Source: an optimization exercise on an open RTL-to-GDS flow (aim: small area). Production flows keep margins and buffers that such runs may drop. Only simulation tests tie the RTL to the original design; equivalence was not proved. Power figures rest on the tool's default switching activity, not on a simulated workload.

$ cat design/flow/config.mk
export PLATFORM = sky130hd
export DESIGN_NAME = top
export DESIGN_NICKNAME = top
export VERILOG_FILES = /design/flow/design.v
export SDC_FILE = /design/flow/constraint.sdc
export NUM_CORES = 4
export LEC_CHECK = 0
export CAP_MARGIN = 20
export CORE_MARGIN = 2
export CORE_UTILIZATION = 40
export SLEW_MARGIN = 20
$ cat design/flow/constraint.sdc
create_clock -name core_clock -period 10.0 [get_ports {MAX10_CLK1_50}]
set_input_delay 2.0000 -clock core_clock [delete_from_list [all_inputs] [get_ports {MAX10_CLK1_50}]]
set_output_delay 2.0000 -clock core_clock [all_outputs]
set_load 0.01 [all_outputs]
$ cat design/flow/design.v
module countdown_timer (
	input              clk,
	input              rst_n,
	input              PB0_flag,
	input              PB1_flag,
	output logic       PB0_read,
	output logic       PB1_read,
	output logic [6:0] seg_sec0,
	output logic [6:0] seg_sec1,
	output logic [6:0] seg_min0,
	output logic [6:0] seg_min1,
	output logic       finish_flag
);
localparam logic [2:0] IDLE = 3'd0, INCREMENT = 3'd1, ACTIVE = 3'd2, DECREMENT = 3'd3, FINISH = 3'd4;
logic [2:0] state, next_state;
logic       decrement_flag;
logic       z_s0, z_s1, z_m0, z_m1, n_m0;
logic [13:0] cnt;
wire last = ~cnt[13] & ~cnt[12] & ~cnt[11] & cnt[10] & cnt[9] & ~cnt[8] &
            ~cnt[7] & ~cnt[6] & ~cnt[5] & cnt[4] & ~cnt[3] & cnt[1];
wire is_zero = z_s0 & z_s1 & z_m0 & z_m1;
always_ff @(posedge clk or negedge rst_n) begin
	if (!rst_n) state <= IDLE;
	else        state <= next_state;
end
always_comb begin
	PB0_read   = 1'b0;
	PB1_read   = 1'b0;
	next_state = state;
	case (state)
		IDLE: begin
			if (PB0_flag) begin
				next_state = INCREMENT;
				PB0_read   = 1'b1;
			end else if (PB1_flag) begin
				next_state = ACTIVE;
				PB1_read   = 1'b1;
			end
		end
		INCREMENT: next_state = IDLE;
		ACTIVE: begin
			if (PB1_flag) begin
				next_state = IDLE;
				PB1_read   = 1'b1;
			end else if (is_zero) begin
				next_state = FINISH;
			end else if (decrement_flag) begin
				next_state = DECREMENT;
			end
		end
		DECREMENT: next_state = ACTIVE;
		FINISH: begin
			if (PB0_flag) begin
				next_state = INCREMENT;
				PB0_read   = 1'b1;
			end else if (PB1_flag) begin
				next_state = IDLE;
				PB1_read   = 1'b1;
			end
		end
		default: begin
			next_state = 'x;
			PB0_read   = 1'bx;
			PB1_read   = 1'bx;
		end
	endcase
end
always_ff @(posedge clk) begin
	if (state == IDLE || last) cnt <= {decrement_flag, 13'd0};
	else                       cnt <= {cnt[12:0], ~(cnt[13] ^ cnt[12])};
end
always_ff @(posedge clk or negedge rst_n) begin
	if (!rst_n) begin
		finish_flag    <= 1'b0;
		decrement_flag <= 1'b0;
	end else begin
		if (state == IDLE || state == INCREMENT) finish_flag <= 1'b0;
		else if (state == FINISH)                finish_flag <= 1'b1;
		if (state == DECREMENT)                  decrement_flag <= 1'b0;
		else if (state == ACTIVE && last)        decrement_flag <= 1'b1;
	end
end
wire dec = (state == DECREMENT);
wire inc = (state == INCREMENT);
wire b0  = dec & z_s0;           
wire b1  = b0 & z_s1;            
wire b2  = b1 & z_m0;            
wire c0  = inc & n_m0;           
digit_sec0 sec0 (.clk, .rst_n, .dn(dec),          .seg(seg_sec0), .is0(z_s0));
digit_sec1 sec1 (.clk, .rst_n, .dn(b0),           .seg(seg_sec1), .is0(z_s1));
digit_min0 min0 (.clk, .rst_n, .up(inc), .dn(b1), .seg(seg_min0), .is0(z_m0), .is9(n_m0));
digit_min1 min1 (.clk, .rst_n, .up(c0),  .dn(b2), .seg(seg_min1), .is0(z_m1), .is9());
endmodule
module LED_blinker (
	input  clk,
	input  enable,
	input  rst_n,
	output led
);
localparam logic [12:0] START = 13'd5825;    
logic [12:0] lf;
logic        toggle;
wire last = ~lf[12] & lf[11] & ~lf[10] & ~lf[7] & lf[6] & lf[5] & ~lf[4] &
            ~lf[3] & ~lf[2] & ~lf[0];
always_ff @(posedge clk or negedge rst_n) begin
	if (!rst_n) begin
		lf     <= START;
		toggle <= 1'b0;
	end else begin
		lf     <= {lf[11:0], lf[0] ^ lf[12] ^ last};
		toggle <= toggle ^ last;
	end
end
assign led = toggle & enable;
endmodule
module digit_min0 (
	input              clk,
	input              rst_n,
	input              up,       
	input              dn,       
	output logic [6:0] seg,      
	output logic       is0,
	output logic       is9
);
logic [3:0] q;
logic [3:0] q_dn;
logic [3:0] q_up;
assign q_dn[0] = ~q[0];
assign q_up[0] = ~q[0];
assign q_dn[1] = (~q[0] & q[3]) | (q[0] & q[1]) | (~q[0] & ~q[1] & q[2]);
assign q_up[1] = (q[0] & ~q[1] & ~q[3]) | (~q[0] & q[1]);
assign q_dn[2] = (~q[0] & q[3]) | (q[0] & q[2]) | (q[1] & q[2]);
assign q_up[2] = (q[0] & q[1] & ~q[2]) | (~q[1] & q[2]) | (~q[0] & q[2]);
assign q_dn[3] = (~q[0] & ~q[1] & ~q[2] & ~q[3]) | (q[0] & q[3]);
assign q_up[3] = (~q[0] & q[3]) | (q[0] & q[1] & q[2]);
assign seg[0] = (q[0] & ~q[1] & ~q[2] & ~q[3]) | (~q[0] & ~q[1] & q[2]);
assign seg[1] = (q[0] & ~q[1] & q[2]) | (~q[0] & q[1] & q[2]);
assign seg[2] = (~q[0] & q[1] & ~q[2]);
assign seg[3] = (q[0] & ~q[1] & ~q[2] & ~q[3]) | (~q[0] & ~q[1] & q[2]) | (q[0] & q[1] & q[2]);
assign seg[4] = q[0] | (~q[1] & q[2]);
assign seg[5] = (q[0] & ~q[2] & ~q[3]) | (q[1] & ~q[2]) | (q[0] & q[1]);
assign seg[6] = (~q[1] & ~q[2] & ~q[3]) | (q[0] & q[1] & q[2]);
assign is0 = (~q[0] & ~q[1] & ~q[2] & ~q[3]);
assign is9 = (q[0] & q[3]);
always_ff @(posedge clk or negedge rst_n) begin
	if (!rst_n)   q <= 4'b0000;
	else if (up) q <= q_up;
	else if (dn) q <= q_dn;
end
endmodule
module digit_min1 (
	input              clk,
	input              rst_n,
	input              up,       
	input              dn,       
	output logic [6:0] seg,      
	output logic       is0,
	output logic       is9
);
logic [3:0] q;
logic [3:0] q_dn;
logic [3:0] q_up;
assign q_dn[0] = ~q[0];
assign q_up[0] = ~q[0];
assign q_dn[1] = (~q[0] & q[3]) | (q[0] & q[1]) | (~q[0] & ~q[1] & q[2]);
assign q_up[1] = (q[0] & ~q[1] & ~q[3]) | (~q[0] & q[1]);
assign q_dn[2] = (~q[0] & q[3]) | (q[0] & q[2]) | (q[1] & q[2]);
assign q_up[2] = (q[0] & q[1] & ~q[2]) | (~q[1] & q[2]) | (~q[0] & q[2]);
assign q_dn[3] = (~q[0] & ~q[1] & ~q[2] & ~q[3]) | (q[0] & q[3]);
assign q_up[3] = (~q[0] & q[3]) | (q[0] & q[1] & q[2]);
assign seg[0] = (q[0] & ~q[1] & ~q[2] & ~q[3]) | (~q[0] & ~q[1] & q[2]);
assign seg[1] = (q[0] & ~q[1] & q[2]) | (~q[0] & q[1] & q[2]);
assign seg[2] = (~q[0] & q[1] & ~q[2]);
assign seg[3] = (q[0] & ~q[1] & ~q[2] & ~q[3]) | (~q[0] & ~q[1] & q[2]) | (q[0] & q[1] & q[2]);
assign seg[4] = q[0] | (~q[1] & q[2]);
assign seg[5] = (q[0] & ~q[2] & ~q[3]) | (q[1] & ~q[2]) | (q[0] & q[1]);
assign seg[6] = (~q[1] & ~q[2] & ~q[3]) | (q[0] & q[1] & q[2]);
assign is0 = (~q[0] & ~q[1] & ~q[2] & ~q[3]);
assign is9 = (q[0] & q[3]);
always_ff @(posedge clk or negedge rst_n) begin
	if (!rst_n)   q <= 4'b0000;
	else if (up) q <= q_up;
	else if (dn) q <= q_dn;
end
endmodule
module PB_state (
	input        clk,
	input        rst_n,
	input        PB0,
	input        PB1,
	input        PB0_read,
	input        PB1_read,
	output logic PB0_flag,
	output logic PB1_flag
);
logic PB0_old, PB1_old;
always_ff @(posedge clk or negedge rst_n) begin
	if (!rst_n) begin
		PB0_old  <= 1'b0;
		PB1_old  <= 1'b0;
		PB0_flag <= 1'b0;
		PB1_flag <= 1'b0;
	end else begin
		PB0_old  <= PB0;
		PB1_old  <= PB1;
		PB0_flag <= (PB0_old & ~PB0) | (PB0_flag & ~PB0_read);
		PB1_flag <= (PB1_old & ~PB1) | (PB1_flag & ~PB1_read);
	end
end
endmodule
module digit_sec0 (
	input              clk,
	input              rst_n,
	input              dn,       
	output logic [6:0] seg,      
	output logic       is0
);
logic [3:0] q;
logic [3:0] q_dn;
assign q_dn[0] = ~q[0];
assign q_dn[1] = (~q[0] & q[3]) | (q[0] & q[1]) | (~q[0] & ~q[1] & q[2]);
assign q_dn[2] = (~q[0] & q[3]) | (q[0] & q[2]) | (q[1] & q[2]);
assign q_dn[3] = (~q[0] & ~q[1] & ~q[2] & ~q[3]) | (q[0] & q[3]);
assign seg[0] = (q[0] & ~q[1] & ~q[2] & ~q[3]) | (~q[0] & ~q[1] & q[2]);
assign seg[1] = (q[0] & ~q[1] & q[2]) | (~q[0] & q[1] & q[2]);
assign seg[2] = (~q[0] & q[1] & ~q[2]);
assign seg[3] = (q[0] & ~q[1] & ~q[2] & ~q[3]) | (~q[0] & ~q[1] & q[2]) | (q[0] & q[1] & q[2]);
assign seg[4] = q[0] | (~q[1] & q[2]);
assign seg[5] = (q[0] & ~q[2] & ~q[3]) | (q[1] & ~q[2]) | (q[0] & q[1]);
assign seg[6] = (~q[1] & ~q[2] & ~q[3]) | (q[0] & q[1] & q[2]);
assign is0 = (~q[0] & ~q[1] & ~q[2] & ~q[3]);
always_ff @(posedge clk or negedge rst_n) begin
	if (!rst_n)   q <= 4'b0000;
	else if (dn) q <= q_dn;
end
endmodule
module digit_sec1 (
	input              clk,
	input              rst_n,
	input              dn,       
	output logic [6:0] seg,      
	output logic       is0
);
logic [2:0] q;
logic [2:0] q_dn;
assign q_dn[0] = ~q[0];
assign q_dn[1] = (q[0] & q[1]) | (~q[0] & q[2]);
assign q_dn[2] = (~q[0] & ~q[1] & ~q[2]) | (q[0] & q[2]);
assign seg[0] = (q[0] & ~q[1] & ~q[2]) | (~q[0] & q[2]);
assign seg[1] = (q[0] & q[2]);
assign seg[2] = (~q[0] & q[1]);
assign seg[3] = (q[0] & ~q[1] & ~q[2]) | (~q[0] & q[2]);
assign seg[4] = q[0] | q[2];
assign seg[5] = (q[0] & ~q[2]) | q[1];
assign seg[6] = (~q[1] & ~q[2]);
assign is0 = (~q[0] & ~q[1] & ~q[2]);
always_ff @(posedge clk or negedge rst_n) begin
	if (!rst_n)   q <= 3'b000;
	else if (dn) q <= q_dn;
end
endmodule
module top (
	input        MAX10_CLK1_50,
	input        SW0,	 
	input  [1:0] KEY,
	output [7:0] HEX0,
	output [7:0] HEX1,
	output [7:0] HEX2,
	output [7:0] HEX3,
	output [9:0] LEDR
);
wire rst_n = ~SW0;
wire PB0_read, PB1_read, PB0_flag, PB1_flag, finish_flag, led;
countdown_timer timer (
	.clk(MAX10_CLK1_50), .rst_n, .PB0_flag, .PB1_flag, .PB0_read, .PB1_read,
	.seg_sec0(HEX0[6:0]), .seg_sec1(HEX1[6:0]), .seg_min0(HEX2[6:0]),
	.seg_min1(HEX3[6:0]), .finish_flag
);
PB_state read_PBs (
	.clk(MAX10_CLK1_50), .rst_n, .PB0(KEY[0]), .PB1(KEY[1]),
	.PB0_read, .PB1_read, .PB0_flag, .PB1_flag
);
LED_blinker blinker (
	.clk(MAX10_CLK1_50), .rst_n, .enable(finish_flag), .led
);
assign HEX0[7] = 1'b1;
assign HEX1[7] = 1'b1;
assign HEX2[7] = 1'b0;
assign HEX3[7] = 1'b1;
assign LEDR = {10{led}};
endmodule
$ cat design/flow/flow/run.sh
#!/bin/bash
# Layout flow: the standard flow (standard.sh), with two changes:
#  1. after the standard synthesis, its combinational logic is mapped again
#     by remap.ys (Yosys + abc.script, an area-oriented ABC script); every
#     register cell of the standard synthesis is kept unchanged
#  2. port buffers use the smallest buffer cell
# Logs: synth_make.log and flow_make.log (make), remap.log (Yosys),
# orfs/logs/ (each ORFS step).
set -euo pipefail
here=$(pwd)
res=$here/orfs/results/sky130hd/top/base
lib=$FLOW_HOME/platforms/sky130hd/lib/sky130_fd_sc_hd__tt_025C_1v80.lib
yosys_bin=$(command -v yosys || echo "$FLOW_HOME/../tools/install/yosys/bin/yosys")

bash standard.sh synth > "$here/synth_make.log" 2>&1
cp "$res/1_2_yosys.v" "$here/std_1_2_yosys.v"

sed -e "s#@LIB@#$lib#g" -e "s#@IN@#$here/std_1_2_yosys.v#" \
    -e "s#@OUT@#$here/remap_1_2_yosys.v#" -e "s#@ABC@#$here/flow/abc.script#" \
    flow/remap.ys > "$here/remap_run.ys"
if "$yosys_bin" -l "$here/remap.log" -q "$here/remap_run.ys" > /dev/null 2>&1; then
  regs() { grep -oE 'sky130_fd_sc_hd__(df|edf|sdf)[a-z0-9_]* [^ ]+' "$1" | sort; }
  if [[ "$(regs "$here/std_1_2_yosys.v")" == "$(regs "$here/remap_1_2_yosys.v")" ]]; then
    cp "$here/remap_1_2_yosys.v" "$res/1_2_yosys.v"
    rm -f "$res/1_synth.odb" "$res/1_synth.sdc"
    echo "remapped netlist in use" >> "$here/remap.log"
  else
    echo "registers differ: standard netlist kept" >> "$here/remap.log"
  fi
fi

bash standard.sh BUFFER_PORTS_ARGS="-buffer_cell sky130_fd_sc_hd__buf_1" finish \
  > "$here/flow_make.log" 2>&1
$ cat design/flow/flow/abc.script
strash
&get -n
&deepsyn -T 20
&put
dch -f
&get -n
&nf -R 1000
&put
topo
stime -c
$ cat design/flow/flow/remap.ys
# Re-map the combinational logic of the standard synthesis's netlist with
# this flow's ABC script; every register cell is kept as it is (same
# instance, same cell), so the registers match the standard synthesis.
read_liberty -ignore_miss_func @LIB@
read_verilog @IN@
hierarchy -top top
setattr -mod -set keep_hierarchy 1 sky130_fd_sc_hd__df* sky130_fd_sc_hd__edf* sky130_fd_sc_hd__sdf*
flatten
opt_clean -purge
abc -script @ABC@ -liberty @LIB@ -dont_use sky130_fd_sc_hd__lpflow_bleeder_1 -dont_use sky130_fd_sc_hd__lpflow_clkbufkapwr_1 -dont_use sky130_fd_sc_hd__lpflow_clkbufkapwr_16 -dont_use sky130_fd_sc_hd__lpflow_clkbufkapwr_2 -dont_use sky130_fd_sc_hd__lpflow_clkbufkapwr_4 -dont_use sky130_fd_sc_hd__lpflow_clkbufkapwr_8 -dont_use sky130_fd_sc_hd__lpflow_clkinvkapwr_1 -dont_use sky130_fd_sc_hd__lpflow_clkinvkapwr_16 -dont_use sky130_fd_sc_hd__lpflow_clkinvkapwr_2 -dont_use sky130_fd_sc_hd__lpflow_clkinvkapwr_4 -dont_use sky130_fd_sc_hd__lpflow_clkinvkapwr_8 -dont_use sky130_fd_sc_hd__lpflow_decapkapwr_12 -dont_use sky130_fd_sc_hd__lpflow_decapkapwr_3 -dont_use sky130_fd_sc_hd__lpflow_decapkapwr_4 -dont_use sky130_fd_sc_hd__lpflow_decapkapwr_6 -dont_use sky130_fd_sc_hd__lpflow_decapkapwr_8 -dont_use sky130_fd_sc_hd__lpflow_inputiso0n_1 -dont_use sky130_fd_sc_hd__lpflow_inputiso0p_1 -dont_use sky130_fd_sc_hd__lpflow_inputiso1n_1 -dont_use sky130_fd_sc_hd__lpflow_inputiso1p_1 -dont_use sky130_fd_sc_hd__lpflow_inputisolatch_1 -dont_use sky130_fd_sc_hd__lpflow_isobufsrc_1 -dont_use sky130_fd_sc_hd__lpflow_isobufsrc_16 -dont_use sky130_fd_sc_hd__lpflow_isobufsrc_2 -dont_use sky130_fd_sc_hd__lpflow_isobufsrc_4 -dont_use sky130_fd_sc_hd__lpflow_isobufsrc_8 -dont_use sky130_fd_sc_hd__lpflow_isobufsrckapwr_16 -dont_use sky130_fd_sc_hd__lpflow_lsbuf_lh_hl_isowell_tap_1 -dont_use sky130_fd_sc_hd__lpflow_lsbuf_lh_hl_isowell_tap_2 -dont_use sky130_fd_sc_hd__lpflow_lsbuf_lh_hl_isowell_tap_4 -dont_use sky130_fd_sc_hd__lpflow_lsbuf_lh_isowell_4 -dont_use sky130_fd_sc_hd__lpflow_lsbuf_lh_isowell_tap_1 -dont_use sky130_fd_sc_hd__lpflow_lsbuf_lh_isowell_tap_2 -dont_use sky130_fd_sc_hd__lpflow_lsbuf_lh_isowell_tap_4 -dont_use sky130_fd_sc_hd__probe_p_8 -dont_use sky130_fd_sc_hd__probec_p_8  -D 10000
opt_clean -purge
splitnets
opt_clean -purge
hilomap -singleton -hicell sky130_fd_sc_hd__conb_1 HI -locell sky130_fd_sc_hd__conb_1 LO
insbuf -buf sky130_fd_sc_hd__buf_4 A X
rename -hide w:_*
opt_clean -purge
select top
write_verilog -noattr -nohex -nodec -selected @OUT@
$ cat design/flow/standard.sh
#!/bin/bash
# synth_recipe.tcl (not shown) runs the flow's synth.tcl, then flattens the netlist and writes it again
# the make line also repeats each setting of config.mk as NAME=value (left out here)
make -C /OpenROAD-flow-scripts/flow DESIGN_CONFIG=/design/flow/config.mk WORK_HOME=/design/flow/orfs CLKGATE_MAP_FILE= SYNTH_SCRIPT=/design/flow/synth_recipe.tcl "${@:-finish}"
==> notes.md, run 1 <==
- The worst-case IR drop observed on VDD is around 0.00013 V.
- The worst register-to-register path begins at timer.state[1]$_DFFE_PP0P_.
- The congestion estimate from routability-driven global placement came to between 0.7 and 0.8.
- The endpoint kind of the worst setup timing path is an output pin.
- Counting instances, the worst hold path has a depth of 0.
- Pin placement for this block handled between 40 and 50 I/O pins.
- The largest fanout on the critical path is 7.
- For the final routed database, the setup TNS stands at 0 ns.
- Setup repair after global routing left no endpoint under its margin.
- The number of setup buffers added after CTS is 0.
- TritonCTS built the clock tree.
- The internal power of the cells totals between 0.4 and 0.5 mW.
- The worst path in the final design needs a cycle of around 3.8 ns, including I/O delays and setup.
- In the layout the commonest cells are 41 x buf_1, 32 x dfrtp_1, 21 x nand2_1, 21 x nor2_1.
- The share of total power dissipated in combinational logic is 37.1%.
- The clock latency on the worst-skew pair is slightly below 0.3 ns.
- The number of global-route vias before repair is between 1,000 and 1,500.
- The average via count per standard cell is approximately 4.8.
- The core outline area is approximately 0.0054 mm^2.
- The wire length per cell is about 11 um.
- The switching power is about 0.29 mW.
- Before CTS, the worst setup slack after placement is between 6 and 7 ns.
- The run finished with no timing, DRC or antenna violations.
- Timing would allow up to 0.266 GHz.
- On the final layout, the worst clock skew is roughly 0.0049 ns.
- The total via count after detailed routing is 1,575.
- The chip width is approximately 79 um.
- Traced cell by cell, the critical path runs through nor3_1, mux2_1, a31oi_1, o21ai_0, buf_1.
- The number of hold buffers added after cts is 0.
- Counting the buffers created by CTS gives 5.
- The clock sink count is 52.
- Total power for the finished layout comes to ~0.73 mW.
- The maximum number of pins on one net before global-route repair is 39.
- The detailed-routing iteration count for the pre-antenna-repair pass is 2.
- After the first detailed-routing iteration, the DRC count stood at 35.
- Of the total power, registers draw 43.7%.
- Dividing the final minimum period by the clock period gives a little under two fifths.
- The HPWL after detailed placement is between 2000 and 3000 um.
- The number of instances in the synthesized netlist is about 220.
- The worst setup path is launched from a register.
- The final worst setup slack is about 6.2 ns.
- Compared with the post-synthesis result, the final layout area differs by 11.9%.
- After detailed routing, the met2 layer carries 1740 um of wire.
- The clock passes through at most 2 buffers.
- The post-cts repair resize count is 0.
- The worst-case register-to-register setup slack is 7.21 ns.
- Data arrives at the worst endpoint at about 1.8 ns.
- After clock tree synthesis, the clock-pin slew on the worst setup and hold paths is roughly 0.09 ns.
- Summed over all layers, the global routing overflow is 0.
- Yosys printed 7 warnings.
- The critical register-to-register path endpoint is timer.min1.q[3]$_DFFE_PP0P_.
- The worst min-delay path endpoint is blinker.lf[2]$_DFF_PP0_.
- Max-cap violations in this run came to 0.
- In the global route stage, overall resource usage came out at 12.7%.
- The floorplan die area is roughly 0.006 mm^2.
- The number of rows created at floorplan is 27.
- The count of final max-slew check failures was 0.
- The clock tree synthesis step divided the H-tree into 2 levels.
- For the pin with the worst max-slew slack, the measured transition is ~0.84 ns.
- The number of failing hold endpoints at the final stage was 0.
- The count of port buffers added during placement is between 40 and 50.
- The top routing layer in use is met4.
- The finished cells cover 0.00249 mm^2.
- The power per cell area is around 300 mW/mm^2.
- The number of inserted diodes is 0.
- Once placement finished, the instance area stood at approximately 0.0024 mm^2.
- In this run the remaining antenna-violating nets after routing total 0.
- Summed over all nets, wire length on met3 after detailed routing comes to between 100 and 150 um.
- The initial antenna violation count is 0.
- The library cell used most frequently in the layout, excluding fill and tap cells, is buf_1.
- For this run, the slowest stage of the critical path takes approximately 0.45 ns.
- The post-route netlist has 5.41% of its cells at a drive strength greater than 1.
- The initial utilization of the core area, before any placement, comes to 40.9%.
- The post-detailed-route DRC marker count is 0.
- The core occupancy in the finished layout is between 40% and 50%.
- Summed over all layers, the routed wires come to around 3700 um.
- Setup violations remaining at the end of the flow were counted as 0.
- In the final routing, the length of wire on met1 measures approximately 1800 um.
- The path class of the lowest-slack min-delay path is register to register.
- The first global-routing pass estimated around 6300 um of wire.
- The root buffer cell is clkbuf_8.
- The startpoint of the lowest-slack hold path is blinker.lf[1]$_DFF_PP0_.
- The die is about 79 um tall.
- The leakage component of the power is about 1.1 nW.
- The share of total power dissipated in the clock network is about a fifth.
- The required time reported for the critical path endpoint is ~8.0 ns.
- On the critical path, the stage with the largest delay is an instance of dfrtp_1.
- The layout net count is between 200 and 300.
- The worst-case reg-to-reg path depth is 8.
- In this run the tightest slew margin relative to its limit is a little over two fifths.
- The critical path in this run is classified as register to output pin.
- The switching part of the total power is between 40% and 50%.
- The cell area that synthesis handed to floorplanning was roughly 0.0022 mm^2.
- A synthesized cell averages roughly 10 um^2.
==> final cells by class <==
cell class | instances | area, um^2
Inverter | 10 | 37.5
Timing Repair Buffer | 42 | 161
Tap cell | 72 | 90.1
Fill cell | 531 | 2950
Sequential cell | 52 | 1240
Clock inverter | 2 | 38.8
Multi-Input combinational cell | 147 | 848
Clock buffer | 6 | 72.6
==> registers in the layout, summed over array words and instances (netlist names), named ones only <==
signal,cells
timer.cnt,14
timer.min1.q,4
read_PBs.PB0_flag,1
timer.decrement_flag,1
read_PBs.PB1_flag,1
timer.sec1.q,2
timer.min0.q,4
timer.state,3
blinker.lf,13
read_PBs.PB0_old,1
read_PBs.PB1_old,1
timer.finish_flag,1
timer.sec0.q,4
blinker.toggle,1
==> critical path: cells and delay by family (launching register included) <==
kind | cells | cell delay [ns]
flip-flops | 1 | 0.45
AND/OR/NAND/NOR | 1 | 0.42
multiplexers | 1 | 0.22
AO/OA/AOI/OAI | 2 | 0.22
buffers and inverters | 1 | 0.16
==> metal layers <==
metal | GRT usage, % | vias to the layer above
li1 | - | 815
met1 | 17.5 | 733
met2 | 19.9 | 25
met3 | 3.22 | 2
met4 | 3.68 | 0
met5 | 0 | -
==> power groups by stage <==
stage          registers, mW  clock network (mW)  logic, mW
2_1_floorplan          0.306                   0      0.203
3_3_place_gp           0.321                   0      0.271
3_5_place_dp           0.323                   0      0.273
4_1_cts                0.318               0.145      0.275
5_1_grt                0.330               0.155      0.307
6_report               0.319               0.141      0.271
==> how the worst max path moves through the flow <==
stage	from	end	slack, ns
after global placement	timer.min0.q[3]$_DFFE_PP0P_	HEX2[5]	6.62
after global routing	timer.min0.q[3]$_DFFE_PP0P_	HEX2[5]	6.12
after detailed placement	timer.min0.q[3]$_DFFE_PP0P_	HEX2[5]	6.58
final	timer.min0.q[3]$_DFFE_PP0P_	HEX2[5]	6.24
after CTS	timer.min0.q[3]$_DFFE_PP0P_	HEX2[5]	6.24
after floorplan	timer.min0.q[3]$_DFFE_PP0P_	HEX2[5]	6.67
==> through the flow <==
stage / hold slack [ns] / cells
2_1_floorplan: 0.331 / 223
3_3_place_gp: 0.337 / 323
3_5_place_dp: 0.341 / 323
4_1_cts: 0.367 / 331
5_1_grt: 0.366 / 331
6_report: 0.362 / 331
==> inputs of run 2 (changes only) <==
--- a/design/flow/flow/run.sh
+++ b/design/flow/flow/run.sh
@@ -30,4 +30,5 @@
 fi
 
-bash standard.sh BUFFER_PORTS_ARGS="-buffer_cell sky130_fd_sc_hd__buf_1" finish \
+bash standard.sh BUFFER_PORTS_ARGS="-buffer_cell sky130_fd_sc_hd__buf_1" \
+  CTS_ARGS="-sink_clustering_enable -repair_clock_nets -dont_use_dummy_load" finish \
   > "$here/flow_make.log" 2>&1
==> run 2 against run 1 <==
  * Cell count is 0.91% lower
  * Cell area is 1.7% lower
  * Power is 5.2% lower
  * Core utilization is 0.78 points lower
  * Area after synthesis stayed put
  * First-iteration DRC count is 20% lower
  * Wire length is 0.32% lower
  * Worst hold slack hardly changed
  * Fmax is 0.95% higher
  * Die area stayed put
  * Sequential share of layout area is 0.87 points higher
==> notes.md, run 2 <==
- The detailed-routing iteration count for the pre-antenna-repair pass is 6 (+4).
- The cell at the slowest stage of the critical path is dfrtp_1.
- The count of final max-slew check failures is 0 (unchanged).
- In this run the most critical hold path is launched from blinker.lf[1]$_DFF_PP0_.
- The maximum number of pins on one net before global-route repair was 39 (unchanged).
- The final total power is 0.693 mW (-5.2%).
- The number of inserted diodes is 0 (unchanged).
- The worst clock skew is 0.0261 ns (+0.0213 ns).
- The clock latency on the worst-skew pair is 0.30 ns (about the same).
- The number of instances in the synthesized netlist is 221 (unchanged).
- The combinational share of power came to 39.1% (+2.0 points).
- The path class of the lowest-slack min-delay path is register to register.
- The core outline area came to 0.00544 mm^2 (unchanged).
- The highest ir drop seen on vdd is 0.000110 V (-13%).
- The signal on the critical path passes through nor3_1, mux2_1, a31oi_1, o21ai_0, buf_1.
- The leakage component of the power came to 1.04 nW (-1.9%).
- The register with the most flip-flops is timer.cnt.
- The transition time of the tightest slew-check pin is 0.826 ns (-0.0119 ns).
- The number of routed nets with antenna violations is 0 (unchanged).
- The number of failing hold endpoints at the final stage came to 0 (unchanged).
- The critical path in this run is classified as register to output pin.
- The post-cts repair resize count was 0 (unchanged).
- The initial DRC count came to 28 (-20%).
- The worst-case reg-to-reg path depth is 8 (unchanged).
- The I/O pin count came to 46 (unchanged).
- The portion of total power attributed to the clock network was 14.9% (-4.3 points).
- The power per cell area is 283 mW/mm^2 (-3.6%).
- The number of hold buffers added after cts is 0 (unchanged).
- The arrival time at the worst endpoint is 1.72 ns (-0.04 ns).
- The wire length per cell was 11.3 um (+0.59%).
- The maximum buffer depth of the clock tree is 2 (unchanged).
- The cell class contributing the biggest share of worst-path delay is flip-flops.
- The largest registers in the layout are timer.cnt x14, blinker.lf x13.
- The leftover overflow at the end of global routing is 0 (unchanged).
- The worst hold margin came to 0.362 ns (-0.0000790 ns).
- The layout net count is 262 (unchanged).
- Clock tree synthesis selected as its root buffer the cell clkbuf_8.
- The count of synthesis-stage warnings from yosys is 7 (unchanged).
- Setup repair after global routing left no endpoint under its margin.
- The worst-case register-to-register setup slack came to 7.19 ns (-0.02 ns).
- The largest fanout on the critical path is 7 (unchanged).
- The required time reported for the critical path endpoint is 8.00 ns (about the same).
- The worst register-to-register path ends at timer.min1.q[3]$_DFFE_PP0P_.
- The total routing resource utilization after global routing came to 12.8% (+0.074 points).
- The initial antenna violation count is 0 (unchanged).
- The max-cap check violation count is 0 (unchanged).
- The floorplan die area came to 0.00617 mm^2 (unchanged).
- The average via count per standard cell came to 4.82 (+1.3%).
- The worst setup path is launched from a register.
- The number of flip-flops under the largest register name came to 14 (unchanged).
- The H-tree level count is 2 (unchanged).
- The chip width is 78.5 um (unchanged).
- The final worst setup slack was 6.28 ns (+0.0352 ns).
- The startpoint identified for the worst register-to-register timing path is timer.state[1]$_DFFE_PP0P_.
- The time the final worst path needs with I/O delays and setup is 3.72 ns (-0.0352 ns).
- The switching power is 0.285 mW (-2.7%).
- The internal power of the cells came to 0.408 mW (-6.9%).
- The routability congestion estimate was 0.758 (unchanged).
- The proportion of layout cells with a drive suffix above 1 is 4.69% (-0.72 points).
- The leading cell type in the layout, fill and taps excluded is buf_1.
- The biggest cell delay along the critical path is 0.44 ns (about the same).
- The worst slew margin relative to its limit was 44.5% (+0.80 points).
- The CTS tree is yes.
- The half-perimeter wire length after placement is 2700 um (unchanged).
- The worst slack at placement is 6.58 ns (unchanged).
- The die span in y came to 78.5 um (unchanged).
- The instance count along the most critical hold path is 0 (unchanged).
- The clock sink count is 52 (unchanged).
- The total buffers and inverters traversed by the critical path is 1 (unchanged).
- The number of setup buffers added after CTS is 0 (unchanged).
- The mean post-synth cell area is 10.1 um^2 (unchanged).
- The sequential power share is 46.0% (+2.3 points).
- The total length of routed wires was 3710 um (-0.32%).
- The count of port buffers added during placement is 41 (unchanged).
- The core occupancy in the finished layout is 45.0% (-0.78 points).
- The worst hold path terminates at blinker.lf[2]$_DFF_PP0_.
- The total via count after detailed routing is 1,581 (+0.38%).
- The run finished with no timing, DRC or antenna violations.
- The global-route wire length before repair came to 6280 um (+0.45%).
- In the layout the commonest cells are 41 x buf_1, 32 x dfrtp_1, 21 x nand2_1, 21 x nor2_1.
- The switching part of the total power is 41.1% (+1.1 points).
- The number of global-route vias before repair came to 1,372 (+0.37%).
- The area growth from synthesis to layout is 10.0%.
- The final cycle utilization of the critical path is 37.2% (-0.35 points).
- The number of rows created at floorplan is 27 (unchanged).
- The clock-pin slew of the registers on the worst-case setup and hold paths was 0.09 ns (about the same).
- The post-detailed-route DRC marker count was 0 (unchanged).
- The final number of setup-violating endpoints came to 0 (unchanged).
- The final-layout fill cell count was 535 (+0.75%).
- The initial cell density of the core was 40.9% (unchanged).
- The maximum clock frequency was 0.269 GHz (+0.95%).
- The endpoint kind of the worst setup timing path is an output pin.
- The CTS buffer count came to 5 (unchanged).
- The post-synthesis cell area is 0.00222 mm^2 (unchanged).
- The accumulated negative setup slack is 0 ns (unchanged).
-- run 2: changes by cell type in the layout (fill, tap and decap cells not counted) --
cell | before | now
inv_6 | 1 | 0
bufinv_16 | 1 | 0
clkbuf_1 | 1 | 0
-- run 2: how the worst max path moves through the flow --
stage / from / to / slack (ns) / depth (start not counted)
finish: timer.min0.q[3]$_DFFE_PP0P_ / HEX2[5] / 6.28 / 5
CTS: timer.min0.q[3]$_DFFE_PP0P_ / HEX2[5] / 6.27 / 5
detailed placement: timer.min0.q[3]$_DFFE_PP0P_ / HEX2[5] / 6.58 / 5
floorplan: timer.min0.q[3]$_DFFE_PP0P_ / HEX2[5] / 6.67 / 4
global placement: timer.min0.q[3]$_DFFE_PP0P_ / HEX2[5] / 6.62 / 5
global route: timer.min0.q[3]$_DFFE_PP0P_ / HEX2[5] / 6.15 / 5
-- run 2: final cells by class --
cell class	count	area, um^2	share of cell area (%)
flip-flops and latches	52	1240	50.7
multi-input cells	147	848	34.7
repair buffers	42	161	6.60
well taps	72	90.1	3.68
clock buffers	5	68.8	2.81
inverters	10	37.5	1.54
-- run 2: worst reg2reg max path, stage by stage, from the launching register on --
cell and delay (ns):
dfrtp_1 0.42, nor2b_1 0.34, nand2_1 0.16, nor2_1 0.30, nand3_1 0.23, nor3_1 0.32
nand2_1 0.17, o21ai_0 0.39, mux2_1 0.36
-- run 2: metrics by stage --
step | std cells | cell area [um^2]
after floorplan | 223 | 2230
after global placement | 323 | 2380
after detailed placement | 323 | 2380
after CTS | 328 | 2440
after global routing | 328 | 2440
final | 328 | 2440
-- run 2: power groups by stage --
| stage | Sequential [mW] | Combinational [mW] | Clock, mW |
|---|---|---|---|
| after floorplan | 0.306 | 0.203 | 0 |
| after global placement | 0.321 | 0.271 | 0 |
| after detailed placement | 0.323 | 0.273 | 0 |
| after CTS | 0.319 | 0.275 | 0.107 |
| after global routing | 0.330 | 0.308 | 0.117 |
| final | 0.319 | 0.271 | 0.103 |
-- run 2: per-layer routing --
metal  GRT usage, %  up-vias  routed length, um
met5              0        -                  0
li1               -      814                  -
met3           3.22        5                146
met2           20.0       33               1730
met1           17.4      729               1800
met4           4.21        0                 38
==> inputs of run 3 (changes only) <==
--- a/design/flow/flow/run.sh
+++ b/design/flow/flow/run.sh
@@ -31,4 +31,4 @@
 
 bash standard.sh BUFFER_PORTS_ARGS="-buffer_cell sky130_fd_sc_hd__buf_1" \
-  CTS_ARGS="-sink_clustering_enable -repair_clock_nets -dont_use_dummy_load" finish \
+  CTS_ARGS="-sink_clustering_enable -repair_clock_nets -dont_use_dummy_load -buf_list sky130_fd_sc_hd__clkbuf_8" finish \
   > "$here/flow_make.log" 2>&1
==> run 3 against run 2 <==
  * Via count unchanged
  * Fmax did not move
  * Still clean
  * Cell count is the same
  * Largest power group unchanged
  * Highest routed layer unchanged
  * Clock skew did not move
==> notes.md, run 3 <==
- The run finished with no timing, DRC or antenna violations.
- The worst clock skew is 0.0261 ns (unchanged).
- The final cycle utilization of the critical path is 37.2% (unchanged).
- The leakage component of the power was 1.04 nW (unchanged).
- The instance count along the most critical hold path was 0 (unchanged).
- The register with the most flip-flops is timer.cnt.
- The leading cell type in the layout, fill and taps excluded is buf_1.
- The maximum clock frequency is 0.269 GHz (unchanged).
- The wire length per cell is 11.3 um (unchanged).
- The initial antenna violation count is 0 (unchanged).
- The worst hold margin came to 0.362 ns (unchanged).
- Setup repair after global routing left no endpoint under its margin.
- The number of failing hold endpoints at the final stage was 0 (unchanged).
- The count of port buffers added during placement is 41 (unchanged).
- The largest fanout on the critical path came to 7 (unchanged).
- The worst-case register-to-register setup slack is 7.19 ns (about the same).
- The accumulated negative setup slack is 0 ns (unchanged).
- The total via count after detailed routing is 1,581 (unchanged).
- The number of standard cells in the layout, taps in and fillers out is 328 (unchanged).
- The critical path startpoint category is a register.
- The initial DRC count is 28 (unchanged).
- The worst-case reg-to-reg path depth was 8 (unchanged).
- The number of global-route vias before repair came to 1,372 (unchanged).
- The CTS buffer count is 5 (unchanged).
- The endpoint kind of the worst setup timing path is an output pin.
- The total length of routed wires is 3710 um (unchanged).
- The final number of setup-violating endpoints is 0 (unchanged).
- The largest registers in the layout are timer.cnt x14, blinker.lf x13.
- The I/O pin count is 46 (unchanged).
- The root buffer cell chosen for the clock tree is clkbuf_8.
- The post-place instance area is 0.00238 mm^2 (unchanged).
- The startpoint of the lowest-slack hold path is blinker.lf[1]$_DFF_PP0_.
- For this design, the slowest cell found on the critical path is dfrtp_1.
- The number of inserted diodes was 0 (unchanged).
- The number of routed nets with antenna violations came to 0 (unchanged).
- The total buffers and inverters traversed by the critical path is 1 (unchanged).
- TritonCTS built the clock tree.
- The chip width is 78.5 um (unchanged).
- The worst slew margin relative to its limit was 44.5% (unchanged).
- The path class of the lowest-slack min-delay path is register to register.
- The worst register-to-register path ends at timer.min1.q[3]$_DFFE_PP0P_.
- The die span in y is 78.5 um (unchanged).
- The number of setup buffers added after CTS is 0 (unchanged).
- The floorplan die area came to 0.00617 mm^2 (unchanged).
- The final instance area is 0.00244 mm^2 (unchanged).
- The critical register-to-register path startpoint is timer.state[1]$_DFFE_PP0P_.
- The mean post-synth cell area is 10.1 um^2 (unchanged).
- The placed instance count is 323 (unchanged).
- The global-route wire length before repair is 6280 um (unchanged).
- The critical path class is register to output pin.
- The layout overhead on the synthesized area was 10.0% (unchanged).
- The transition time of the tightest slew-check pin is 0.826 ns (unchanged).
- The clock latency on the worst-skew pair is 0.30 ns (about the same).
- The maximum number of pins on one net before global-route repair is 39 (unchanged).
- The count of synthesis-stage warnings from yosys is 7 (unchanged).
- The total routing resource utilization after global routing is 12.8% (unchanged).
- The core outline area is 0.00544 mm^2 (unchanged).
- The number of flip-flops under the largest register name is 14 (unchanged).
- The required time reported for the critical path endpoint is 8.00 ns (about the same).
- The worst slack at placement is 6.58 ns (unchanged).
- The final worst setup slack is 6.28 ns (unchanged).
- The H-tree level count is 2 (unchanged).
- The highest ir drop seen on vdd is 0.000110 V (unchanged).
- The final total power is 0.693 mW (unchanged).
- The half-perimeter wire length after placement is 2700 um (unchanged).
- The count of final max-slew check failures was 0 (unchanged).
- The proportion of layout cells with a drive suffix above 1 is 4.69% (unchanged).
- The post-synthesis cell area is 0.00222 mm^2 (unchanged).
- The worst min-delay path endpoint is blinker.lf[2]$_DFF_PP0_.
- The initial cell density of the core is 40.9% (unchanged).
- The maximum buffer depth of the clock tree is 2 (unchanged).
- The routability congestion estimate is 0.758 (unchanged).
- The number of hold buffers added after cts is 0 (unchanged).
- The layout net count is 262 (unchanged).
- The time the final worst path needs with I/O delays and setup is 3.72 ns (unchanged).
- The number of rows created at floorplan is 27 (unchanged).
- The leftover overflow at the end of global routing is 0 (unchanged).
- Leaving out fill and tap cells, the most frequent cells in the layout are 41 x buf_1, 32 x dfrtp_1, 21 x nand2_1, 21 x nor2_1.
- The core occupancy in the finished layout is 45.0% (unchanged).
- The arrival time at the worst endpoint is 1.72 ns (about the same).
- The average via count per standard cell is 4.82 (unchanged).
- The biggest cell delay along the critical path is 0.44 ns (about the same).
- The post-cts repair resize count was 0 (unchanged).
- The post-detailed-route DRC marker count is 0 (unchanged).
- The max-cap check violation count came to 0 (unchanged).
- The detailed-routing iteration count for the pre-antenna-repair pass is 6 (unchanged).
- The cell class contributing the biggest share of worst-path delay is flip-flops.
- The number of instances in the synthesized netlist is 221 (unchanged).
- The power per cell area came to 283 mW/mm^2 (unchanged).
- The clock-pin slew of the registers on the worst-case setup and hold paths was 0.09 ns (about the same).
- Traced cell by cell, the critical path runs through nor3_1, mux2_1, a31oi_1, o21ai_0, buf_1.
- The clock sink count is 52 (unchanged).
[run 3: cell counts in the layout (fill, tap and decap cells not counted)]
No cell type changed its count.
[run 3: worst max-delay path by stage]
stage / start / endpoint / slack, ns / cells after the start
finish: timer.min0.q[3]$_DFFE_PP0P_ / HEX2[5] / 6.28 / 5
global route: timer.min0.q[3]$_DFFE_PP0P_ / HEX2[5] / 6.15 / 5
CTS: timer.min0.q[3]$_DFFE_PP0P_ / HEX2[5] / 6.27 / 5
detailed placement: timer.min0.q[3]$_DFFE_PP0P_ / HEX2[5] / 6.58 / 5
global placement: timer.min0.q[3]$_DFFE_PP0P_ / HEX2[5] / 6.62 / 5
floorplan: timer.min0.q[3]$_DFFE_PP0P_ / HEX2[5] / 6.67 / 4
[run 3: cell type report]
| cell class | count | area [um^2] |
|---|---|---|
| inverters | 10 | 37.5 |
| fillers | 535 | 2990 |
| flip-flops and latches | 52 | 1240 |
| clock buffers | 5 | 68.8 |
| well taps | 72 | 90.1 |
| multi-input cells | 147 | 848 |
| repair buffers | 42 | 161 |
[run 3: power breakdown]
| group | internal [mW] | leakage [nW] | switching [mW] | total [mW] |
|---|---|---|---|---|
| combinational | 0.108 | 0.407 | 0.163 | 0.271 |
| clock | 0.0452 | 0.0359 | 0.0578 | 0.103 |
| sequential | 0.255 | 0.593 | 0.0639 | 0.319 |
| total | 0.408 | 1.04 | 0.285 | 0.693 |
[run 3: per-layer routing]
metal	part of all wire, %	wire length [um]	vias up	GRT usage [%]
met3	3.9	146	5	3.22
met5	0	0	-	0
met1	49	1800	729	17.4
met4	1.0	38	0	4.21
li1	-	-	814	-
met2	46	1730	33	20.0
==> inputs of run 4 (changes only) <==
--- a/design/flow/flow/run.sh
+++ b/design/flow/flow/run.sh
@@ -31,4 +31,4 @@
 
 bash standard.sh BUFFER_PORTS_ARGS="-buffer_cell sky130_fd_sc_hd__buf_1" \
-  CTS_ARGS="-sink_clustering_enable -repair_clock_nets -dont_use_dummy_load -buf_list sky130_fd_sc_hd__clkbuf_8" finish \
+  CTS_ARGS="-sink_clustering_enable -repair_clock_nets -dont_use_dummy_load -buf_list {sky130_fd_sc_hd__clkbuf_4 sky130_fd_sc_hd__clkbuf_8}" finish \
   > "$here/flow_make.log" 2>&1
==> run 4 against run 3 <==
  * Still clean
  * Non-clock buffer count unchanged
  * Synthesized cell count unchanged
  * Cell count unchanged
  * Power unchanged
  * Combinational power about the same
  * Flip-flop and latch count unchanged
  * Core utilization unchanged
  * Fmax unchanged
  * Worst hold slack unchanged
  * Die area unchanged
  * Critical path type unchanged
  * Critical endpoint unchanged
  * Largest power group unchanged
==> notes.md, run 4 <==
- The flow ran to the end and the layout has no timing, DRC or antenna violations.
- The number of flip-flops under the largest register name is 14 (unchanged).
- The number of instances in the synthesized netlist is 221 (unchanged).
- The number of setup buffers added after CTS is 0 (unchanged).
- The switching part of the total power is 41.1% (unchanged).
- The path class of the lowest-slack min-delay path is register to register.
- The CTS buffer count is 5 (unchanged).
- The clock latency on the worst-skew pair came to 0.30 ns (about the same).
- STA classifies the critical path startpoint as a register.
- The core outline area is 0.00544 mm^2 (unchanged).
- The total routing resource utilization after global routing is 12.8% (unchanged).
- The number of rows created at floorplan came to 27 (unchanged).
- The initial antenna violation count is 0 (unchanged).
- Ranked by flip-flop count, first place goes to timer.cnt.
- The initial DRC count is 28 (unchanged).
- The initial cell density of the core is 40.9% (unchanged).
- The arrival time at the worst endpoint is 1.72 ns (about the same).
- The post-cts repair resize count is 0 (unchanged).
- The leakage component of the power is 1.04 nW (unchanged).
- The worst clock skew came to 0.0261 ns (unchanged).
- The portion of total power attributed to the clock network is 14.9% (about the same).
- The switching power was 0.285 mW (unchanged).
- The power per cell area is 283 mW/mm^2 (unchanged).
- Walking the worst path, the cells encountered are nor3_1, mux2_1, a31oi_1, o21ai_0, buf_1.
- The highest ir drop seen on vdd is 0.000110 V (unchanged).
- The startpoint of the lowest-slack hold path is blinker.lf[1]$_DFF_PP0_.
- The maximum number of pins on one net before global-route repair is 39 (unchanged).
- The biggest cell delay along the critical path was 0.44 ns (about the same).
- The worst setup path is captured at an output pin.
- The routability congestion estimate is 0.758 (unchanged).
- The layout net count is 262 (unchanged).
- The global-route wire length before repair is 6280 um (unchanged).
- Setup repair after global routing left no endpoint under its margin.
- The average via count per standard cell is 4.82 (unchanged).
- The leftover overflow at the end of global routing is 0 (unchanged).
- The clock sink count is 52 (unchanged).
- The number of failing hold endpoints at the final stage is 0 (unchanged).
- The H-tree level count is 2 (unchanged).
- The worst register-to-register path begins at timer.state[1]$_DFFE_PP0P_.
- The layout overhead on the synthesized area is 10.0% (unchanged).
- The half-perimeter wire length after placement came to 2700 um (unchanged).
- The number of global-route vias before repair is 1,372 (unchanged).
- The worst slack at placement is 6.58 ns (unchanged).
- The die span in y is 78.5 um (unchanged).
- The number of inserted diodes came to 0 (unchanged).
- The final number of setup-violating endpoints was 0 (unchanged).
- The post-synthesis cell area is 0.00222 mm^2 (unchanged).
- The time the final worst path needs with I/O delays and setup is 3.72 ns (unchanged).
- The max-cap check violation count came to 0 (unchanged).
- The detailed-routing iteration count for the pre-antenna-repair pass is 6 (unchanged).
- The largest registers in the layout are timer.cnt x14, blinker.lf x13.
- The library cell used most frequently in the layout, excluding fill and tap cells, is buf_1.
- The required time reported for the critical path endpoint came to 8.00 ns (about the same).
- The CTS tree is yes.
- The maximum clock frequency was 0.269 GHz (unchanged).
- The final cycle utilization of the critical path is 37.2% (unchanged).
- The critical path class is register to output pin.
- The total length of routed wires is 3710 um (unchanged).
- The largest fanout on the critical path is 7 (unchanged).
- The sequential power share is 46.0% (about the same).
- The total via count after detailed routing was 1,581 (unchanged).
- Tracing the worst setup path back leads to its startpoint at timer.min0.q[3]$_DFFE_PP0P_.
- The wire length per cell is 11.3 um (unchanged).
- The largest individual stage delay along the critical path comes from the cell dfrtp_1.
- The root buffer cell is clkbuf_8.
- The accumulated negative setup slack is 0 ns (unchanged).
- The internal power of the cells was 0.408 mW (unchanged).
- In the layout the commonest cells are 41 x buf_1, 32 x dfrtp_1, 21 x nand2_1, 21 x nor2_1.
- The post-detailed-route DRC marker count was 0 (unchanged).
- The number of hold buffers added after cts is 0 (unchanged).
- The instance count along the most critical hold path is 0 (unchanged).
- The count of port buffers added during placement is 41 (unchanged).
- The proportion of layout cells with a drive suffix above 1 is 4.69% (unchanged).
- The worst-case reg-to-reg path depth is 8 (unchanged).
- The floorplan die area came to 0.00617 mm^2 (unchanged).
- The clock-pin slew of the registers on the worst-case setup and hold paths came to 0.09 ns (about the same).
- The final worst setup slack is 6.28 ns (unchanged).
- The chip width is 78.5 um (unchanged).
- The count of final max-slew check failures is 0 (unchanged).
- The maximum buffer depth of the clock tree is 2 (unchanged).
- The worst slew margin relative to its limit is 44.5% (unchanged).
- The number of routed nets with antenna violations came to 0 (unchanged).
- The transition time of the tightest slew-check pin was 0.826 ns (unchanged).
- The combinational share of power is 39.1% (about the same).
- The count of synthesis-stage warnings from yosys is 7 (unchanged).
- The I/O pin count is 46 (unchanged).
- The mean post-synth cell area is 10.1 um^2 (unchanged).
## run 4: cell counts in the layout (fill, tap and decap cells not counted)
Identical to the previous run, type by type.
## run 4: power groups by stage
stage                     Clock (mW)  Combinational (mW)  Sequential (mW)
final                          0.103               0.271            0.319
after global routing           0.117               0.308            0.330
after CTS                      0.107               0.275            0.319
after detailed placement           0               0.273            0.323
after global placement             0               0.271            0.321
after floorplan                    0               0.203            0.306
## run 4: final timing paths
| check | endpoint | slack (ns) |
|---|---|---|
| min in group asynchronous | blinker.lf[8]$_DFF_PP0_ | 1.76 |
| setup reg to reg | timer.min1.q[3]$_DFFE_PP0P_ | 7.19 |
| max in group asynchronous | blinker.lf[10]$_DFF_PP1_ | 7.89 |
| hold / removal | blinker.lf[2]$_DFF_PP0_ | 0.36 |
| setup / recovery | HEX2[5] | 6.28 |
| hold reg to reg | blinker.lf[2]$_DFF_PP0_ | 0.36 |
## run 4: area by class of cell
cell class                      count  area [um^2]
Inverter                           10         37.5
Sequential cell                    52         1240
Timing Repair Buffer               42          161
Multi-Input combinational cell    147          848
Clock buffer                        5         68.8
Tap cell                           72         90.1
Fill cell                         535         2990
## run 4: worst max-delay path: cells and delay by family (launching register included)
family,cells,cell delay (ns)
DFF,1,0.44
and+or+nand+nor,1,0.41
muxes,1,0.22
AOI/OAI and AO/OA,2,0.22
buffers and inverters,1,0.16
## run 4: metal layers
| metal | routed length, um | track usage [%] |
|---|---|---|
| met2 | 1730 | 20.0 |
| met3 | 146 | 3.22 |
| met4 | 38 | 4.21 |
| met1 | 1800 | 17.4 |
| met5 | 0 | 0 |
## run 4: stage by stage
step                      instance area, um^2  utilization [%]  power [mW]  instances  hold WS [ns]
after floorplan                          2230                -       0.510        223         0.331
after global placement                   2380             43.7       0.592        323         0.337
after detailed placement                 2380             43.7       0.596        323         0.341
after CTS                                2440             45.0       0.700        328         0.367
after global routing                     2440             45.0       0.755        328         0.373
final                                    2440             45.0       0.693        328         0.362
==> inputs of run 5 (changes only) <==
==> design/flow/flow/run.sh (replaced) <==
#!/bin/bash
# Layout flow: the standard flow (standard.sh), with these changes:
#  1. after the standard synthesis, its combinational logic is mapped again
#     by remap.ys (Yosys + abc.script, an area-oriented ABC script, run with
#     four seeds; the smallest result is used); every register cell of the
#     standard synthesis is kept unchanged, with its name and cell type, and
#     Yosys proves each result equivalent to the standard netlist (equiv.ys)
#  2. port buffers use the smallest buffer cell
#  3. clock tree synthesis without dummy loads
# Logs: synth_make.log and flow_make.log (make), remap_*.log (Yosys),
# orfs/logs/ (each ORFS step).
set -euo pipefail
here=$(pwd)
res=$here/orfs/results/sky130hd/top/base
lib=$FLOW_HOME/platforms/sky130hd/lib/sky130_fd_sc_hd__tt_025C_1v80.lib
yosys_bin=$(command -v yosys || echo "$FLOW_HOME/../tools/install/yosys/bin/yosys")

bash standard.sh synth > "$here/synth_make.log" 2>&1
cp "$res/1_2_yosys.v" "$here/std_1_2_yosys.v"

regs() { grep -oE 'sky130_fd_sc_hd__(df|edf|sdf)[a-z0-9_]* [^ ]+' "$1" | sort; }
remap() {  # $1 = seed
  local s=$1
  sed -e "s#@T@#40#" -e "s#@SEED@#$s#" flow/abc.script > "$here/remap_$s.abc"
  sed -e "s#@LIB@#$lib#g" -e "s#@IN@#$here/std_1_2_yosys.v#" \
      -e "s#@OUT@#$here/remap_$s.v#" -e "s#@ABC@#$here/remap_$s.abc#" \
      flow/remap.ys > "$here/remap_$s.ys"
  "$yosys_bin" -l "$here/remap_$s.log" -q "$here/remap_$s.ys" > /dev/null 2>&1 || return 0
  "$yosys_bin" -q -l "$here/remap_${s}_area.log" -p "read_liberty -lib $lib; read_verilog $here/remap_$s.v; hierarchy -top top; stat -liberty $lib" > /dev/null 2>&1 || return 0
  sed -e "s#@LIB@#$lib#g" -e "s#@GOLD@#$here/std_1_2_yosys.v#" -e "s#@GATE@#$here/remap_$s.v#" \
      flow/equiv.ys > "$here/equiv_$s.ys"
  "$yosys_bin" -l "$here/equiv_$s.log" -q "$here/equiv_$s.ys" > /dev/null 2>&1 && touch "$here/remap_${s}_proven"
  return 0
}
for s in 1 2 3 4; do remap $s & done
wait
best=""; best_area=""
for s in 1 2 3 4; do
  [[ -f "$here/remap_${s}_proven" ]] || continue
  [[ "$(regs "$here/std_1_2_yosys.v")" == "$(regs "$here/remap_$s.v")" ]] || continue
  a=$(grep "Chip area" "$here/remap_${s}_area.log" | awk '{print $NF}')
  echo "seed $s: area $a" >> "$here/remap_choice.log"
  if [[ -z "$best" ]] || awk "BEGIN{exit !($a < $best_area)}"; then best=$s; best_area=$a; fi
done
if [[ -n "$best" ]]; then
  cp "$here/remap_$best.v" "$res/1_2_yosys.v"
  rm -f "$res/1_synth.odb" "$res/1_synth.sdc"
  echo "using seed $best" >> "$here/remap_choice.log"
else
  echo "no usable remap: standard netlist kept" >> "$here/remap_choice.log"
fi

bash standard.sh BUFFER_PORTS_ARGS="-buffer_cell sky130_fd_sc_hd__buf_1" \
  CTS_ARGS="-sink_clustering_enable -repair_clock_nets -dont_use_dummy_load" \
  finish > "$here/flow_make.log" 2>&1
==> design/flow/flow/abc.script (replaced) <==
strash
&get -n
&deepsyn -T @T@ -S @SEED@
&put
dch -f
&get -n
&nf -R 1000
&put
topo
stime -c
==> design/flow/flow/equiv.ys (new file) <==
# Proves that the re-mapped netlist does what the standard synthesis's does.
read_liberty -ignore_miss_func @LIB@
read_verilog @GOLD@
rename top gold
read_verilog @GATE@
rename top gate
flatten gold gate
opt_clean
async2sync
equiv_make gold gate equiv
hierarchy -top equiv
equiv_simple -seq 5
equiv_induct -seq 5
equiv_status -assert
==> run 5 against run 4 <==
  * Non-clock buffer count unchanged
  * Largest power group unchanged
  * Clock-buffer cell count unchanged
  * Worst setup slack lost 0.14 ns
  * Cell area decreased by 0.51%
  * Sequential power hardly changed
==> notes.md, run 5 <==
- The flow ran to the end and the layout has no timing, DRC or antenna violations.
- The mean post-synth cell area is 9.91 um^2 (-1.5%).
- The biggest cell delay along the critical path came to 0.50 ns (+0.06 ns).
- The die span in y is 78.3 um (-0.27%).
- The required time reported for the critical path endpoint was 8.00 ns (about the same).
- The total routing resource utilization after global routing came to 13.4% (+0.56 points).
- The internal power of the cells came to 0.410 mW (+0.53%).
- The final cycle utilization of the critical path is 38.6% (+1.4 points).
- The worst min-delay path endpoint is blinker.lf[10]$_DFF_PP1_.
- The initial DRC count was 77 (+180%).
- The worst-case reg-to-reg path depth came to 11 (+3).
- The count of port buffers added during placement was 41 (unchanged).
- The total buffers and inverters traversed by the critical path was 1 (unchanged).
- The time the final worst path needs with I/O delays and setup is 3.86 ns (+0.137 ns).
- The leakage component of the power is 1.03 nW (-0.29%).
- The switching part of the total power is 41.1% (+0.053 points).
- The max-cap check violation count is 0 (unchanged).
- The largest fanout on the critical path is 10 (+3).
- The worst clock skew was 0.0130 ns (-0.0131 ns).
- The tightest min-delay check is of the register to register type.
- The proportion of layout cells with a drive suffix above 1 came to 4.65% (-0.036 points).
- The global-route wire length before repair is 6620 um (+5.4%).
- For this design, the slowest cell found on the critical path is dfrtp_1.
- The CTS tree is yes.
- The number of rows created at floorplan is 27 (unchanged).
- The clock-pin slew of the registers on the worst-case setup and hold paths was 0.08 ns (about the same).
- The maximum number of pins on one net before global-route repair was 39 (unchanged).
- The number of inserted diodes was 0 (unchanged).
- The number of global-route vias before repair came to 1,424 (+3.8%).
- The number of flip-flops under the largest register name is 14 (unchanged).
- STA classifies the critical path endpoint as an output pin.
- The sequential power share was 45.9% (about the same).
- The cell class contributing the biggest share of worst-path delay is flip-flops.
- The top cell types in the final layout, fill and taps aside, are 41 x buf_1, 32 x dfrtp_1, 25 x nand2_1, 18 x nor2_1, 14 x dfxtp_1.
- The worst setup path is of the register to output pin kind.
- The half-perimeter wire length after placement is 2730 um (+1.4%).
- The core outline area was 0.00541 mm^2 (-0.62%).
- The maximum clock frequency is 0.259 GHz (-3.6%).
- The combinational share of power is 39.2% (about the same).
- Traced cell by cell, the critical path runs through xnor2_1, nand2_1, nand2b_1, nand3_1, a21oi_1, buf_1.
- Leaving out fill and tap cells, the most frequent cell in the layout is buf_1.
- The register with the most flip-flops is timer.cnt.
- The highest ir drop seen on vdd is 0.000111 V (+0.65%).
- The layout overhead on the synthesized area was 10.1% (about the same).
- The layout net count is 264 (+0.76%).
- The worst-case register-to-register setup slack is 6.99 ns (-0.20 ns).
- The number of instances in the synthesized netlist was 223 (+0.90%).
- The detailed-routing iteration count for the pre-antenna-repair pass is 4 (-2).
- The initial antenna violation count is 0 (unchanged).
- In the final layout, the registers with the most flip-flops are timer.cnt x14, blinker.lf x13.
- The maximum buffer depth of the clock tree is 2 (unchanged).
- The number of hold buffers added after cts is 0 (unchanged).
- The clock latency on the worst-skew pair came to 0.29 ns (about the same).
- The arrival time at the worst endpoint is 1.86 ns (+0.14 ns).
- The CTS buffer count is 5 (unchanged).
- The startpoint identified for the worst register-to-register timing path is timer.state[1]$_DFFE_PP0P_.
- The critical register-to-register path endpoint is timer.min1.q[3]$_DFFE_PP0P_.
- The switching power is 0.287 mW (+0.75%).
- The root buffer cell is clkbuf_8.
- The number of routed nets with antenna violations is 0 (unchanged).
- The transition time of the tightest slew-check pin is 0.910 ns (+0.0841 ns).
- The I/O pin count is 46 (unchanged).
- The average via count per standard cell is 4.82 (about the same).
- The post-cts repair resize count is 0 (unchanged).
- The accumulated negative setup slack is 0 ns (unchanged).
- The core occupancy in the finished layout was 45.0% (+0.050 points).
- The power per cell area was 287 mW/mm^2 (+1.1%).
- Setup repair after global routing left no endpoint under its margin.
- The post-detailed-route DRC marker count is 0 (unchanged).
- The leftover overflow at the end of global routing is 0 (unchanged).
- The number of setup buffers added after CTS is 0 (unchanged).
- The number of failing hold endpoints at the final stage is 0 (unchanged).
- The most critical setup path has its startpoint at timer.min1.q[0]$_DFFE_PP0P_.
- The total length of routed wires is 3760 um (+1.1%).
- The portion of total power attributed to the clock network is 14.9% (about the same).
- The instance count along the most critical hold path came to 0 (unchanged).
- The worst slew margin relative to its limit was 38.8% (-5.6 points).
- The chip width came to 78.3 um (-0.27%).
- The critical path startpoint category is a register.
- The post-synthesis cell area is 0.00221 mm^2 (-0.56%).
- The count of synthesis-stage warnings from yosys is 7 (unchanged).
- The clock sink count is 52 (unchanged).
- The H-tree level count was 2 (unchanged).
- The final number of setup-violating endpoints was 0 (unchanged).
- The routability congestion estimate is 0.770 (+1.6%).
- The initial cell density of the core is 40.9% (about the same).
- The count of final max-slew check failures is 0 (unchanged).
- The startpoint identified for the worst hold timing path is blinker.lf[9]$_DFF_PP1_.
- The floorplan die area came to 0.00613 mm^2 (-0.53%).
- The wire length per cell was 11.4 um (+0.49%).
- The total via count after detailed routing was 1,590 (+0.57%).
[run 5: per-stage QoR]
step                hold WS [ns]  instances  setup slack [ns]  cell area (um^2)  power [mW]
global placement           0.333        325              6.56              2360       0.597
floorplan                  0.331        225              6.65              2220       0.513
global route               0.364        330              5.93              2430       0.760
CTS                        0.362        330              6.16              2430       0.705
detailed placement         0.337        325              6.49              2360       0.600
finish                     0.359        330              6.14              2430       0.697
[run 5: worst max path at each step]
stage          endpoint  slack, ns  depth (start not counted)
2_1_floorplan   HEX3[0]       6.65                          5
3_3_place_gp    HEX3[0]       6.56                          6
3_5_place_dp    HEX3[0]       6.49                          6
4_1_cts         HEX3[0]       6.16                          6
5_1_grt         HEX3[0]       5.93                          6
6_report        HEX3[0]       6.14                          6
[run 5: per-layer routing]
metal,vias up,part of all wire (%),global-route usage [%]
li1,813,-,-
met1,737,49,17.9
met2,34,44,20.9
met3,6,4.8,4.02
met4,0,1.3,4.21
met5,-,0,0
[run 5: final cells by class]
class	count	area, um^2
repair buffers	42	161
flip-flops and latches	52	1240
multi-input cells	147	828
clock buffers	5	68.8
fillers	532	2970
well taps	72	90.1
inverters	12	45.0
[run 5: power groups by stage]
stage	logic, mW	registers (mW)	clock network [mW]
floorplan	0.206	0.307	0
global placement	0.274	0.323	0
detailed placement	0.276	0.324	0
CTS	0.277	0.319	0.109
global route	0.312	0.331	0.117
finish	0.273	0.320	0.104

[afterwards: timing with drivers on the ports]
In the flow no input, the clock included, has a driving cell. The finished layouts below were timed again as built, in two steps. Step 1 sets driving cells, clkbuf_16 on the clock port and buf_2 on the other inputs (assumed; they add their load-dependent delay and slew). Step 2, shift: input delay + t, output delay - t, t = (earliest + latest rising clock arrival at the registers) / 2. This alone moves slack from input paths to output paths. a / b / c = ideal ports / drivers / drivers and shift; a / b = the first two.
run	shift t [ns]	slack for setup (ns)	slew at the worst register clock pin (ns)
run 1	0.318	6.243 / 6.217 / 6.534	0.09 / 0.09
run 2	0.310	6.279 / 6.252 / 6.562	0.09 / 0.09
run 3	0.310	6.279 / 6.252 / 6.562	0.09 / 0.09
run 4	0.310	6.279 / 6.252 / 6.562	0.09 / 0.09
run 5	0.314	6.141 / 6.116 / 6.430	0.09 / 0.09
After both steps every run listed still meets setup and hold.
